Background: an optimization exercise with open tools, aiming at small area and a short achievable clock period. Do not read the settings as production practice.
The clock input has no modelled driver; a real chip could not lean on it and would need a root buffer or a full tree.
Power and IR drop assume default switching activity.

==> module fifo, before the edit <==
module fifo(
  input clk,
  input rst,
  input [7:0] buf_in,
  input wr_en,
  input rd_en,
  output reg [7:0] buf_out,
  output buf_empty,
  output reg buf_full,
  output [7:0] fifo_counter
);
  reg [7:0] wlo_n;
  reg [7:0] whi;
  reg [7:0] rlo;
  reg [7:0] rhi;
  reg [7:0] rlo_b;
  reg [7:0] rhi_b;
  reg [6:0] count;
  reg full;
  reg not_empty;
  reg [6:0] count_o;
  reg not_empty_o;
  reg [7:0] mem_n [0:63];
  assign fifo_counter = {1'b0, count_o};
  assign buf_empty = ~not_empty_o;
  wire wa = wr_en & ~full;
  wire ra = rd_en & not_empty;
  wire [7:0] whi_n;
  wire [63:0] we;
  wire [63:0] rs_n;
  wire [63:0] rs_n_b;
  genvar g, b;
  generate
    for (g = 0; g < 8; g = g + 1) begin : gwhi
      fifo_nand3b u (.a_n(full), .b(wr_en), .c(whi[g]), .y(whi_n[g]));
    end
    for (g = 0; g < 64; g = g + 1) begin : gdec
      fifo_nor2 u_we (.a(wlo_n[g % 8]), .b(whi_n[g / 8]), .y(we[g]));
      fifo_nand2 u_rs (.a(rlo[g % 8]), .b(rhi[g / 8]), .y(rs_n[g]));
      fifo_nand2 u_rs_b (.a(rlo_b[g % 8]), .b(rhi_b[g / 8]), .y(rs_n_b[g]));
    end
  endgenerate
  wire [7:0] rdata;
  generate
    for (b = 0; b < 8; b = b + 1) begin : gbit
      wire [63:0] col_n;
      for (g = 0; g < 64; g = g + 1) begin : gcol
        assign col_n[g] = mem_n[g][b];
      end
      fifo_sel64 u_sel (.s_n(b < 4 ? rs_n : rs_n_b), .d_n(col_n), .y(rdata[b]));
    end
  endgenerate
  wire [7:0] buf_in_n = ~buf_in;
  generate
    for (g = 0; g < 64; g = g + 1) begin : gmem
      always @(posedge clk)
        if (we[g])
          mem_n[g] <= buf_in_n;
    end
  endgenerate
  wire up = wa & ~ra;
  wire dn = ra & ~wa;
  wire [6:0] cnt_inc = count + 7'd1;
  wire [6:0] cnt_dec = count - 7'd1;
  wire [6:0] count_next;
  wire [6:0] count_o_next;
  generate
    for (g = 0; g < 7; g = g + 1) begin : gcnt
      fifo_mux4 u (.a(count[g]), .b(cnt_dec[g]), .c(cnt_inc[g]), .d(cnt_inc[g]),
                   .s0(dn), .s1(up), .y(count_next[g]));
      fifo_mux4 u_o (.a(count[g]), .b(cnt_dec[g]), .c(cnt_inc[g]), .d(cnt_inc[g]),
                     .s0(dn), .s1(up), .y(count_o_next[g]));
    end
  endgenerate
  wire c63 = (count == 7'd63);
  wire ne1 = (count != 7'd1);
  wire full_next, ne_next, full_o_next, ne_o_next;
  fifo_flags u_flags (.wr_en(wr_en), .rd_en(rd_en), .full(full), .ne(not_empty),
                      .c63(c63), .ne1(ne1), .full_next(full_next), .ne_next(ne_next));
  fifo_flags u_flags_o (.wr_en(wr_en), .rd_en(rd_en), .full(full), .ne(not_empty),
                        .c63(c63), .ne1(ne1), .full_next(full_o_next), .ne_next(ne_o_next));
  always @(posedge clk or posedge rst) begin
    if (rst) begin
      wlo_n <= 8'b11111110;
      whi <= 8'b00000001;
      rlo <= 8'b00000001;
      rhi <= 8'b00000001;
      rlo_b <= 8'b00000001;
      rhi_b <= 8'b00000001;
      count <= 7'd0;
      count_o <= 7'd0;
      buf_out <= 8'd0;
      not_empty <= 1'b0;
      not_empty_o <= 1'b0;
      full <= 1'b0;
      buf_full <= 1'b0;
    end else begin
      if (wa) begin
        wlo_n <= {wlo_n[6:0], wlo_n[7]};
        if (!wlo_n[7]) whi <= {whi[6:0], whi[7]};
      end
      if (ra) begin
        rlo <= {rlo[6:0], rlo[7]};
        if (rlo[7]) rhi <= {rhi[6:0], rhi[7]};
        rlo_b <= {rlo_b[6:0], rlo_b[7]};
        if (rlo_b[7]) rhi_b <= {rhi_b[6:0], rhi_b[7]};
        buf_out <= rdata;
      end
      count <= count_next;
      count_o <= count_o_next;
      not_empty <= ne_next;
      not_empty_o <= ne_o_next;
      full <= full_next;
      buf_full <= full_o_next;
    end
  end
endmodule
clock: 4.0 ns
lec_check: 0
cap_margin: 20
core_margin: 2
core_utilization: 60
cts_cluster_diameter: 80
cts_cluster_size: 30
setup_slack_margin: 2.4
slew_margin: 20
synth_hierarchical: 1
synth_minimum_keep_size: 0
standard.sh (not shown) runs the stock make flow with config.mk's settings and CLKGATE_MAP_FILE= SYNTH_SCRIPT=/design/flow/synth_recipe.tcl, a recipe that flattens the netlist after the stock synthesis.
==> flow/flow/run.sh <==
#!/bin/bash
# Standard ORFS layout (the standard.sh) with these changes to how it is made:
#  - ports are buffered with buf_2 cells instead of the slow delay-cell default
#  - the clock tree is flow/my_cts.tcl's (built in place of TritonCTS through
#    ORFS's PRE_CTS_TCL hook): 32 equal clusters of flip-flops, each under a
#    clkbuf_16, grouped by quadrant under 4 clkbuf_16 that the clock port drives
#  - after the timing repair in CTS and in global routing, flow/downsize.tcl
#    swaps each cell for the smallest drive strength that keeps the worst
#    setup slack, and repair_design then restores the slew and cap margins
# Each ORFS step writes its full log under orfs/logs; make's output goes to standard.log.
set -euo pipefail
export BUFFER_PORTS_ARGS="-buffer_cell sky130_fd_sc_hd__buf_2"
export PRE_CTS_TCL="$PWD/flow/pre_cts.tcl"
export POST_CTS_TCL="$PWD/flow/post_cts.tcl"
export POST_GLOBAL_ROUTE_TCL="$PWD/flow/post_grt.tcl"
bash standard.sh > standard.log 2>&1
Other scripts of this flow, unchanged in this note and not shown: flow/flow/downsize.tcl, flow/flow/my_cts.tcl, flow/flow/post_cts.tcl, flow/flow/post_grt.tcl, flow/flow/pre_cts.tcl
Change:
--- a/flow/design.v
+++ b/flow/design.v
@@ -12,10 +12,8 @@
   reg [7:0] wlo_n;
   reg [7:0] whi;
   reg [7:0] rlo;
   reg [7:0] rhi;
-  reg [7:0] rlo_b;
-  reg [7:0] rhi_b;
   reg [6:0] count;
   reg full;
   reg not_empty;
   reg [6:0] count_o;
@@ -27,18 +25,16 @@
   wire ra = rd_en & not_empty;
   wire [7:0] whi_n;
   wire [63:0] we;
   wire [63:0] rs_n;
-  wire [63:0] rs_n_b;
   genvar g, b;
   generate
     for (g = 0; g < 8; g = g + 1) begin : gwhi
       fifo_nand3b u (.a_n(full), .b(wr_en), .c(whi[g]), .y(whi_n[g]));
     end
     for (g = 0; g < 64; g = g + 1) begin : gdec
       fifo_nor2 u_we (.a(wlo_n[g % 8]), .b(whi_n[g / 8]), .y(we[g]));
       fifo_nand2 u_rs (.a(rlo[g % 8]), .b(rhi[g / 8]), .y(rs_n[g]));
-      fifo_nand2 u_rs_b (.a(rlo_b[g % 8]), .b(rhi_b[g / 8]), .y(rs_n_b[g]));
     end
   endgenerate
   wire [7:0] rdata;
   generate
@@ -46,9 +42,9 @@
       wire [63:0] col_n;
       for (g = 0; g < 64; g = g + 1) begin : gcol
         assign col_n[g] = mem_n[g][b];
       end
-      fifo_sel64 u_sel (.s_n(b < 4 ? rs_n : rs_n_b), .d_n(col_n), .y(rdata[b]));
+      fifo_sel64 u_sel (.s_n(rs_n), .d_n(col_n), .y(rdata[b]));
     end
   endgenerate
   wire [7:0] buf_in_n = ~buf_in;
   generate
@@ -84,10 +80,8 @@
       wlo_n <= 8'b11111110;
       whi <= 8'b00000001;
       rlo <= 8'b00000001;
       rhi <= 8'b00000001;
-      rlo_b <= 8'b00000001;
-      rhi_b <= 8'b00000001;
       count <= 7'd0;
       count_o <= 7'd0;
       buf_out <= 8'd0;
       not_empty <= 1'b0;
@@ -101,10 +95,8 @@
       end
       if (ra) begin
         rlo <= {rlo[6:0], rlo[7]};
         if (rlo[7]) rhi <= {rhi[6:0], rhi[7]};
-        rlo_b <= {rlo_b[6:0], rlo_b[7]};
-        if (rlo_b[7]) rhi_b <= {rhi_b[6:0], rhi_b[7]};
         buf_out <= rdata;
       end
       count <= count_next;
       count_o <= count_o_next;
Outcome: Wire length drops by 13%; flip-flop and latch count drops by 16; power drops by 2.1%; design area drops by 4.9%; worst setup slack is worse by 96 ps; global-route usage drops by 3.0 points.
Function was not checked in any run of this note: the RTL went through the layout flow alone. In every run of this note, the design's own scripts or RTL, not TritonCTS, make the clock network.

[afterwards: timing with drivers on the ports]
The flow's constraints put no driver on any port. The routed layouts listed below were extracted and timed again, unchanged, in two steps. Step 1, drivers: a clkbuf_16 drives clk and a buf_2 each remaining input, both assumed. Step 2 adds t to the input delays and takes it off the output delays; t is the mean of the earliest and latest rising clock arrival at the registers after step 1. Input paths then give back, and output paths get back, about the clock's delay inside the block. Slacks: no drivers / after step 1 / after step 2; pairs: no drivers / after step 1.
| run | shift t [ns] | slack for setup (ns) | hold WS [ns] | worst register clock-pin slew, ns | worst slew at a driven data input, ns |
|---|---|---|---|---|---|
| the first run | 0.485 | 1.949 / 1.949 / 1.654 | 0.356 / 0.253 / 0.547 | 0.08 / 0.08 | 0.04 |
| the second run | 0.473 | 1.853 / 1.853 / 1.508 | 0.551 / 0.499 / 0.551 | 0.08 / 0.08 | 0.04 |
After both steps every run listed still meets setup and hold. The setup slack of the second run, which loses most, moves by 0.000 ns with the drivers and by -0.345 ns with both steps.
